Background: an optimization exercise with open tools, aiming at small area and few clock cycles. Do not read the settings as production practice. At most, simulation tests tie the RTL to the original design; equivalence was not proved. Power is estimated from default activity; no workload was simulated.

## violet
==> flow/design.v <==
module fifo (i_clk, i_reset, i_wr, i_data, i_rd,  o_data );
  parameter WIDTH = 8;  
  parameter M_WIDTH  = 8;  
  input wire i_clk;
  input wire i_reset;
  input wire i_wr;
  input wire [(WIDTH-1):0] i_data;
  input wire i_rd;
  output reg [(WIDTH-1):0] o_data;
  reg o_full;
  reg o_empty;
  reg [(WIDTH-1):0] fifo_mem [0:(1<<M_WIDTH)-1];  
  wire w_wr = (i_wr && !o_full);  
  wire w_rd = i_rd &&!o_empty;    
  reg [M_WIDTH:0] wr_addr;  
  reg [M_WIDTH:0] rd_addr;
  always @ (posedge i_clk) begin
    if (i_reset) begin
        wr_addr <= 0;
        rd_addr <= 0;
    end else begin
    if (w_wr)
        wr_addr <= wr_addr + 1;
    if (w_rd)
        rd_addr <= rd_addr + 1;
    end
  end
  always @ (posedge i_clk) begin
    if (w_wr)
        fifo_mem[wr_addr[M_WIDTH-1:0]] <= i_data;
    if (w_rd)
        o_data <= fifo_mem[rd_addr[M_WIDTH-1:0]];
  end
  reg [M_WIDTH:0] o_fill;
  always @ (*)
    o_fill = wr_addr - rd_addr;
  always @ (*)
    o_empty = (o_fill == 0);
  always @ (*)
    o_full = (o_fill == {1'b1,{(M_WIDTH){1'b0}} });
endmodule  
module dive2d (i_clk, i_reset, i_datax, i_datay, i_start, o_read, o_data, o_address, o_valid, o_bussy);
  input  wire        i_clk;
  input  wire        i_reset;
  input  wire [31:0] i_datax;
  input  wire [31:0] i_datay;
  input  wire        i_start;
  output wire        o_read;
  output wire [31:0] o_data;
  output wire [11:0] o_address;
  output wire        o_valid;
  output wire        o_bussy;
  reg  [31:0] dl [0:63];    
  reg  [31:0] py;           
  reg  [31:0] c0;           
  reg  [31:0] r_data;
  reg         r_valid;
  reg  [12:0] cnt;          
  reg         busy, rd, dv;
  wire x0   = (cnt[5:0] == 6'd63);                                   
  wire fin  = busy & cnt[12] & ~cnt[6] & (cnt[5:0] == 6'd63) & ~dv;   
  wire last = busy & cnt[12] & cnt[6] & (cnt[5:0] == 6'd0);           
  wire [31:0] a  = dl[63];
  wire [31:0] b  = ~i_datax;
  wire [31:0] e  = ~i_datay;
  wire [31:0] s1 = a ^ b ^ e;
  wire [31:0] c1 = (a & b) | (a & e) | (b & e);
  wire [31:0] u1 = {c1[30:0], 1'b1};
  wire [31:0] t;
  cia_add #(.N(32), .L1(16), .L2(32)) add_t (.a(s1), .b(u1), .ci(1'b1), .s(t));
  wire [31:0] xa = x0 ? c0 : s1;
  wire [31:0] xb = x0 ? 32'd0 : u1;
  wire [31:0] s2 = xa ^ xb ^ py;
  wire [31:0] c2 = (xa & xb) | (xa & py) | (xb & py);
  wire [31:0] r;
  cia_add #(.N(32), .L1(11), .L2(22)) add_r (.a(s2), .b({c2[30:0], ~x0}), .ci(1'b0), .s(r));
  integer i;
  always @(posedge i_clk) begin
    dl[0] <= i_datax;
    for (i = 1; i < 64; i = i + 1)
      dl[i] <= dl[i-1];
    py <= i_datay;
    if (x0)
      c0 <= t;
    r_data <= r;
  end
  always @(posedge i_clk) begin
    if (i_reset) begin
      busy    <= 1'b0;
      rd      <= 1'b0;
      dv      <= 1'b0;
      r_valid <= 1'b0;
    end else begin
      dv      <= rd;
      r_valid <= (dv & (cnt[12:6] != 7'd0) & (cnt[12:6] != 7'h7f)) | fin;
      if (i_start) begin
        busy <= 1'b1;
        rd   <= 1'b1;
      end else begin
        if (last)
          busy <= 1'b0;
        if (cnt[12] & ~cnt[6] & (cnt[5:0] == 6'd61))
          rd <= 1'b0;
      end
    end
  end
  always @(posedge i_clk) begin
    if (i_start)
      cnt <= 13'h1ffe;
    else
      cnt <= cnt + 13'd1;
  end
  wire [5:0] row = cnt[11:6] - {5'd0, (cnt[5:0] == 6'd0)};
  assign o_read    = rd;
  assign o_bussy   = busy;
  assign o_valid   = r_valid;
  assign o_data    = r_data;
  assign o_address = {row, cnt[5:0]};
endmodule
module cia_add #(parameter N = 32, L1 = 16, L2 = 32) (a, b, ci, s);
  input  wire [N-1:0] a, b;
  input  wire         ci;
  output wire [N-1:0] s;
  wire [N:0]   k;      
  wire [N-1:0] s0;     
  wire [N:0]   p;      
  wire [N:0]   bc;     
  genvar g;
  generate
    for (g = 0; g < N; g = g + 1) begin : bt
      wire kin = (g == 0) ? ci : ((g == L1 || g == L2) ? 1'b0 : k[g]);
      assign s0[g]  = a[g] ^ b[g] ^ kin;
      assign k[g+1] = (a[g] & b[g]) | (a[g] & kin) | (b[g] & kin);
      if (g < L1) begin : lo
        assign s[g] = s0[g];
      end else begin : hi
        wire pin = (g == L1 || g == L2) ? 1'b1 : p[g];
        assign p[g+1] = pin & s0[g];
        wire cin = (g < L2) ? bc[L1] : bc[L2];
        assign s[g] = s0[g] ^ (cin & pin);
      end
    end
  endgenerate
  assign bc[L1] = k[L1];
  assign bc[L2] = (L2 < N) ? (k[L2] | (bc[L1] & p[L2])) : 1'b0;
endmodule
export LEC_CHECK = 0
export CAP_MARGIN = 20
export CORE_MARGIN = 2
export CORE_UTILIZATION = 70
export PLACE_DENSITY = 0.8
export SLEW_MARGIN = 20
create_clock -name core_clock -period 10.0 [get_ports {i_clk}]
standard.sh (not shown) runs the stock make flow with config.mk's settings and CLKGATE_MAP_FILE= SYNTH_SCRIPT=/design/flow/synth_recipe.tcl, a recipe that flattens the netlist after the stock synthesis.
==> flow/flow/run.sh <==
#!/bin/bash
# Standard ORFS layout (the standard.sh) with two changes: CTS without
# dummy loads, clustering 11 sinks per clkbuf_4, and the ports buffered with buf_1.
set -uo pipefail
export CTS_ARGS="-sink_clustering_enable -repair_clock_nets -dont_use_dummy_load -sink_clustering_size 11 -sink_clustering_max_diameter 40 -buf_list sky130_fd_sc_hd__clkbuf_4"
export BUFFER_PORTS_ARGS="-buffer_cell sky130_fd_sc_hd__buf_1"
bash standard.sh > standard.log 2>&1
Testbench counts of violet, summed over its fixed seeds: cycles 99,912.
diff inputs: violet => nickel
--- a/flow/design.v
+++ b/flow/design.v
@@ -51,6 +51,6 @@
   output wire        o_valid;
   output wire        o_bussy;
-  reg  [31:0] dl [0:63];    
-  reg  [31:0] py;           
+  reg  [31:0] dl [0:62];    
+  reg  [31:0] d63;          
   reg  [31:0] c0;           
   reg  [31:0] r_data;
@@ -59,7 +59,10 @@
   reg         busy, rd, dv;
   wire x0   = (cnt[5:0] == 6'd63);                                   
+  wire x63  = (cnt[5:0] == 6'd62);                                   
   wire fin  = busy & cnt[12] & ~cnt[6] & (cnt[5:0] == 6'd63) & ~dv;   
   wire last = busy & cnt[12] & cnt[6] & (cnt[5:0] == 6'd0);           
-  wire [31:0] a  = dl[63];
+  wire [31:0] f;
+  cia_add #(.N(32), .L1(11), .L2(22)) add_f (.a(x63 ? c0 : dl[62]), .b(i_datay), .ci(1'b0), .s(f));
+  wire [31:0] a  = d63;
   wire [31:0] b  = ~i_datax;
   wire [31:0] e  = ~i_datay;
@@ -67,21 +70,17 @@
   wire [31:0] c1 = (a & b) | (a & e) | (b & e);
   wire [31:0] u1 = {c1[30:0], 1'b1};
-  wire [31:0] t;
-  cia_add #(.N(32), .L1(16), .L2(32)) add_t (.a(s1), .b(u1), .ci(1'b1), .s(t));
-  wire [31:0] xa = x0 ? c0 : s1;
-  wire [31:0] xb = x0 ? 32'd0 : u1;
-  wire [31:0] s2 = xa ^ xb ^ py;
-  wire [31:0] c2 = (xa & xb) | (xa & py) | (xb & py);
   wire [31:0] r;
-  cia_add #(.N(32), .L1(11), .L2(22)) add_r (.a(s2), .b({c2[30:0], ~x0}), .ci(1'b0), .s(r));
+  cia_add #(.N(32), .L1(11), .L2(22)) add_r (.a(s1), .b(u1), .ci(1'b1), .s(r));
   integer i;
   always @(posedge i_clk) begin
     dl[0] <= i_datax;
-    for (i = 1; i < 64; i = i + 1)
+    for (i = 1; i < 63; i = i + 1)
       dl[i] <= dl[i-1];
-    py <= i_datay;
+    d63 <= x63 ? dl[62] : f;
     if (x0)
-      c0 <= t;
-    r_data <= r;
+      c0 <= r;
+    else if (x63)
+      c0 <= f;
+    r_data <= x0 ? c0 : r;
   end
   always @(posedge i_clk) begin
Between violet and nickel, the placed wire-length estimate figures differ only marginally. [compare] base=violet new=nickel: vias per cell picked up an extra 0.098, post-synthesis register bit count now smaller. nickel ends up with lower total standard cell area after synthesis than violet does. Maximum fanout count along the critical path delta for nickel relative to violet: 4 higher. On post-synthesis share of cell area spent on xor and xnor gates, nickel and violet are neck and neck. Against violet, the final cell area of nickel is lower.
Testbench counts of nickel, summed over its fixed seeds: cycles 99,912.


## before
dive2d, a different RTL version from the one above (not shown whole).
Size: roughly 2500 cells after synthesis, roughly 110 I/O pins, roughly 0.047 mm^2 of cells after synthesis.
==> module dive2d, before the edit <==
module dive2d (i_clk, i_reset, i_datax, i_datay, i_start, o_read, o_data, o_address, o_valid, o_bussy);
  input  wire        i_clk;
  input  wire        i_reset;
  input  wire [31:0] i_datax;
  input  wire [31:0] i_datay;
  input  wire        i_start;
  output wire        o_read;
  output wire [31:0] o_data;
  output wire [11:0] o_address;
  output wire        o_valid;
  output wire        o_bussy;
  reg  [31:0] dl [0:63];    
  reg  [31:0] py;           
  reg  [31:0] c0;           
  reg  [31:0] r_data;
  reg  [11:0] r_addr;
  reg         r_valid;
  reg  [12:0] cnt;          
  reg         busy, rd, dv;
  wire x0   = (cnt[5:0] == 6'd0);
  wire fin  = busy & cnt[12] & cnt[6] & (cnt[5:0] == 6'd0) & ~dv;  
  wire last = busy & cnt[12] & cnt[6] & (cnt[5:0] == 6'd1);        
  wire [31:0] a = dl[63];
  wire [31:0] b = ~i_datax;
  wire [31:0] e = ~i_datay;
  wire [31:0] cs_s = a ^ b ^ e;
  wire [31:0] cs_c = (a & b) | (a & e) | (b & e);
  wire [31:0] u = {cs_c[30:0], 1'b1};    
  wire [32:0] k1;                        
  wire [31:0] t;
  assign k1[0] = 1'b1;
  genvar g;
  generate
    for (g = 0; g < 32; g = g + 1) begin : rc1
      assign t[g]    = cs_s[g] ^ u[g] ^ k1[g];
      assign k1[g+1] = (cs_s[g] & u[g]) | (cs_s[g] & k1[g]) | (u[g] & k1[g]);
    end
  endgenerate
  wire [31:0] m = x0 ? c0 : t;
  wire [32:0] k2;
  wire [31:0] r;
  assign k2[0] = 1'b0;
  generate
    for (g = 0; g < 32; g = g + 1) begin : rc2
      assign r[g]    = m[g] ^ py[g] ^ k2[g];
      assign k2[g+1] = (m[g] & py[g]) | (m[g] & k2[g]) | (py[g] & k2[g]);
    end
  endgenerate
  integer i;
  always @(posedge i_clk) begin
    dl[0] <= i_datax;
    for (i = 1; i < 64; i = i + 1)
      dl[i] <= dl[i-1];
    py <= i_datay;
    if (x0)
      c0 <= t;
    r_data <= r;
    r_addr[5:0] <= cnt[5:0];
    if (!x0)
      r_addr[11:6] <= cnt[11:6];
  end
  always @(posedge i_clk) begin
    if (i_reset) begin
      busy    <= 1'b0;
      rd      <= 1'b0;
      dv      <= 1'b0;
      r_valid <= 1'b0;
    end else begin
      dv      <= rd;
      r_valid <= (dv & (cnt[12:6] != 7'd0) & (~x0 | (cnt[12:7] != 6'd0))) | fin;
      if (i_start) begin
        busy <= 1'b1;
        rd   <= 1'b1;
      end else begin
        if (last)
          busy <= 1'b0;
        if (cnt[12] & ~cnt[6] & (cnt[5:0] == 6'd62))
          rd <= 1'b0;
      end
    end
  end
  always @(posedge i_clk) begin
    if (i_start)
      cnt <= 13'h1fff;
    else if (busy)
      cnt <= cnt + 13'd1;
  end
  assign o_read    = rd;
  assign o_bussy   = busy;
  assign o_valid   = r_valid;
  assign o_data    = r_data;
  assign o_address = r_addr;
endmodule
clock: 10.0 ns
lec_check: 0
cap_margin: 20
core_margin: 2
core_utilization: 70
cts_cluster_diameter: 60
cts_cluster_size: 30
place_density: 0.8
slew_margin: 20
run.sh (not shown) runs the stock make flow with config.mk's settings and CLKGATE_MAP_FILE= SYNTH_SCRIPT=/design/flow/synth_recipe.tcl, a recipe that flattens the netlist after the stock synthesis.
Stock flow here: none of the scripts above is used.
before -> stages 100% | layout checks FAIL | setup timing
Relative to before, the following input files were edited for after:
--- a/flow/design.v
+++ b/flow/design.v
@@ -58,47 +58,22 @@
   reg         r_valid;
   reg  [12:0] cnt;          
   reg         busy, rd, dv;
   wire x0   = (cnt[5:0] == 6'd0);
   wire fin  = busy & cnt[12] & cnt[6] & (cnt[5:0] == 6'd0) & ~dv;  
   wire last = busy & cnt[12] & cnt[6] & (cnt[5:0] == 6'd1);        
-  wire [31:0] a = dl[63];
-  wire [31:0] b = ~i_datax;
-  wire [31:0] e = ~i_datay;
-  wire [31:0] cs_s = a ^ b ^ e;
-  wire [31:0] cs_c = (a & b) | (a & e) | (b & e);
-  wire [31:0] u = {cs_c[30:0], 1'b1};    
-  wire [32:0] k1;                        
-  wire [31:0] t;
-  assign k1[0] = 1'b1;
-  genvar g;
-  generate
-    for (g = 0; g < 32; g = g + 1) begin : rc1
-      assign t[g]    = cs_s[g] ^ u[g] ^ k1[g];
-      assign k1[g+1] = (cs_s[g] & u[g]) | (cs_s[g] & k1[g]) | (u[g] & k1[g]);
-    end
-  endgenerate
-  wire [31:0] m = x0 ? c0 : t;
-  wire [32:0] k2;
-  wire [31:0] r;
-  assign k2[0] = 1'b0;
-  generate
-    for (g = 0; g < 32; g = g + 1) begin : rc2
-      assign r[g]    = m[g] ^ py[g] ^ k2[g];
-      assign k2[g+1] = (m[g] & py[g]) | (m[g] & k2[g]) | (py[g] & k2[g]);
-    end
-  endgenerate
+  wire [31:0] t = dl[63] - i_datax - i_datay;
   integer i;
   always @(posedge i_clk) begin
     dl[0] <= i_datax;
     for (i = 1; i < 64; i = i + 1)
       dl[i] <= dl[i-1];
     py <= i_datay;
     if (x0)
       c0 <= t;
-    r_data <= r;
+    r_data <= (x0 ? c0 : t) + py;
     r_addr[5:0] <= cnt[5:0];
     if (!x0)
       r_addr[11:6] <= cnt[11:6];
   end
   always @(posedge i_clk) begin
     if (i_reset) begin
[summary]
after reached the final stage; the timing, design-rule and antenna checks on its layout passed. In the reports for after and before, the larger via count belongs to after. Clock skew for after: 24 ps up relative to before. Number of signal-net inverters in the final layout: after vs before up 1.2%. In the tables for after and before, sum of internal, switching and leakage power reads higher with after. Synthesized cell count: after higher than before. after falls short of before in wire length.
Testbench counts of after, summed over its fixed seeds: cycles 99,912.
The RTL of before was laid out without a check of its function.

port drivers added, routing unchanged:
No port has a modelled driver above. Below, the same layouts with a new extraction and two added sets of constraints. Step 1: set_driving_cell puts a clkbuf_16 on i_clk and a buf_2 on each other input, an assumption about the parent block. Step 2 moves the port delays by t, midway between the first and last clock arrival at a register: inputs arrive t later, outputs are due t later. That takes back most of the time a late clock gives input paths. Three values: ideal, step 1, step 2; two values: the first two.
run	t, ns	setup WS [ns]	latest minus earliest clock arrival (ns)	slew at the worst register clock pin (ns)
violet	1.031	0.720 / 0.758 / -0.274	0.163 / 0.163	0.12 / 0.12
nickel	1.055	1.142 / 1.174 / 0.118	0.094 / 0.093	0.11 / 0.11
before	0.721	-3.415 / -3.387 / -4.108	0.029 / 0.030	0.11 / 0.11
after	0.728	3.324 / 3.358 / 2.630	0.060 / 0.060	0.12 / 0.12
With both steps, setup timing fails in violet, where it was met with ideal ports. The setup slack of nickel, which loses most, moves by +0.032 ns with the drivers and by -1.024 ns with both steps.
